Background: an optimization exercise with open tools, aiming at small area and a short achievable clock period. Do not read the settings as production practice. Only simulation tests tie the RTL to the original design; equivalence was not proved.

## mult64_top
module mult64_top(
    input              clk,
    input      [63:0]  a,
    input      [63:0]  b,
    output reg [127:0] prod
    );
Settings: LEC_CHECK=0, ABC_AREA=1, CAP_MARGIN=20, CORE_MARGIN=2, CORE_UTILIZATION=40, SLEW_MARGIN=20, SYNTH_HIERARCHICAL=1, TNS_END_PERCENT=0; clock period 16.0 ns.
standard.sh (not shown) runs the stock make flow with config.mk's settings and CLKGATE_MAP_FILE= SYNTH_SCRIPT=/design/flow/synth_recipe.tcl, a recipe that flattens the netlist after the stock synthesis.
==> flow/flow/run.sh <==
#!/bin/bash
set -euo pipefail
bash standard.sh SETUP_SLACK_MARGIN=6.2 finish > standard_flow.log 2>&1
The first run produced a clean layout.
Then changed:
==> flow/flow/run.sh (replaced) <==
#!/bin/bash
set -euo pipefail
bash standard.sh SETUP_SLACK_MARGIN=6.2 "BUFFER_PORTS_ARGS=-buffer_cell sky130_fd_sc_hd__buf_2" finish > standard_flow.log 2>&1
CORE_UTILIZATION = 50   (was 40)
CTS_CLUSTER_DIAMETER = 40   (was default)
CTS_CLUSTER_SIZE = 10   (was default)
The new run produced a clean layout.
Core utilization grows by 9.8 points.
Die area shrinks by 20%.


== P ==
Starting RTL as in the previous note.
Settings: LEC_CHECK=0, ABC_AREA=1, CAP_MARGIN=20, CORE_MARGIN=2, CORE_UTILIZATION=40, SLEW_MARGIN=20, SYNTH_HIERARCHICAL=1, TNS_END_PERCENT=0; clock period 16.0 ns.
==> flow/flow/run.sh <==
#!/bin/bash
set -euo pipefail
bash standard.sh SETUP_SLACK_MARGIN=6.0 "BUFFER_PORTS_ARGS=-buffer_cell sky130_fd_sc_hd__buf_2" finish > standard_flow.log 2>&1
P finished every step from synthesis to the final layout, and the layout passed the timing, design-rule and antenna checks.
Relative to P, the following input files were edited for Q:
Settings: setting CTS_CLUSTER_SIZE to 10 for the first time; changing CORE_UTILIZATION from 40 to 50; setting CTS_CLUSTER_DIAMETER to 40 for the first time.
## What came out
Q finished every stage and its layout cleared the timing, design-rule and antenna checks. Both conditions hold for P: the flow ran to the end and the final layout passed the timing, design-rule and antenna checks. P vs Q, startpoint of the most critical setup path: a[6] vs b[9]. Number of antenna violations at the first check in global routing ended up 15 lower on Q than on P. Changes observed in Q relative to P: final critical delay including setup and external delays moved up. After detailed routing, P needs more wire than Q. Diff Q and P: number of vias after detailed routing higher in P. Q vs P — non-clock buffer count rose 3. As far as share of cells above drive strength 1 is concerned, P and Q perform about the same.


## job 103
Another version of the RTL of mult64_top (not shown whole).
For scale: about 10,000 cells after synthesis, ~130 flip-flops, ~0.092 mm² of cells after synthesis.
Design mult64_top, start of the top module:
module mult64_top(
    input              clk,
    input      [63:0]  a,
    input      [63:0]  b,
    output reg [127:0] prod
    );
    wire [127:0] sum;
    multiplier64x64 u_mult(.a(a), .b(b), .sum(sum));
    always @(posedge clk) begin
        prod <= sum;
    end
endmodule
clock: 16.0 ns
lec_check: 0
abc_area: 1
cap_margin: 20
core_margin: 2
core_utilization: 40
slew_margin: 20
synth_hierarchical: 1
run.sh (not shown) runs the stock make flow with config.mk's settings and CLKGATE_MAP_FILE= SYNTH_SCRIPT=/design/flow/synth_recipe.tcl, a recipe that flattens the netlist after the stock synthesis.
Stock flow here: none of the scripts above is used.
Changes in job 101 relative to job 103:
# job 103
export LEC_CHECK = 0
export ABC_AREA = 1
export CAP_MARGIN = 20
export CORE_MARGIN = 2
export CORE_UTILIZATION = 40
export SLEW_MARGIN = 20
export SYNTH_HIERARCHICAL = 1
create_clock -name core_clock -period 16.0 [get_ports {clk}]
# job 101
export LEC_CHECK = 0
export ABC_AREA = 1
export CAP_MARGIN = 20
export CORE_MARGIN = 2
export CORE_UTILIZATION = 40
export SETUP_SLACK_MARGIN = 4.5
export SLEW_MARGIN = 20
export SYNTH_HIERARCHICAL = 1
create_clock -name core_clock -period 16.0 [get_ports {clk}]
==> run summary <==
Comparing critical path depth for job 103 and job 101, the bigger number came from job 101.
Reported for job 103 and job 101, sum of overflow across all layers after global routing turned out identical to the last digit.
Timing endpoint of the critical path = prod[78]: job 103; timing endpoint of the critical path = prod[99]: job 101
As far as routed wire length is concerned, job 101 and job 103 perform about the same.
On wire length of the first global-routing pass, job 103 and job 101 are basically level.

what the ideal ports hide:
How much do the figures lean on ideal ports? The routed layouts below were timed once more, with nothing changed but the port constraints.
Step 1 sets driving cells, clkbuf_16 on the clock port and buf_2 on the other inputs (assumed; they add their load-dependent delay and slew).
Step 2 also shifts input and output timing later by t, the mid clock arrival at the registers, as if the neighbouring blocks saw the same clock.
a / b / c = ideal / step 1 / step 2; a / b = the first two.
run | t (ns) | setup slack, ns | worst register clock-pin slew, ns | cell pins on the clock port's net
the first run of note 1 | 0.712 | 5.877 / 5.801 / 5.088 | 0.11 / 0.11 | 1
the second run of note 1 | 0.690 | 6.165 / 6.034 / 5.344 | 0.11 / 0.11 | 1
P | 0.701 | 5.950 / 5.870 / 5.170 | 0.12 / 0.12 | 1
Q | 0.690 | 5.941 / 5.952 / 5.262 | 0.11 / 0.11 | 1
job 103 | 0.525 | 3.312 / 3.278 / 2.753 | 0.08 / 0.08 | 1
job 101 | 0.528 | 4.324 / 4.341 / 3.813 | 0.08 / 0.08 | 1
After both steps every run listed still meets setup and hold. For the second run of note 1, which loses most, drivers alone change the setup slack by -0.131 ns; drivers and shift together by -0.821 ns.
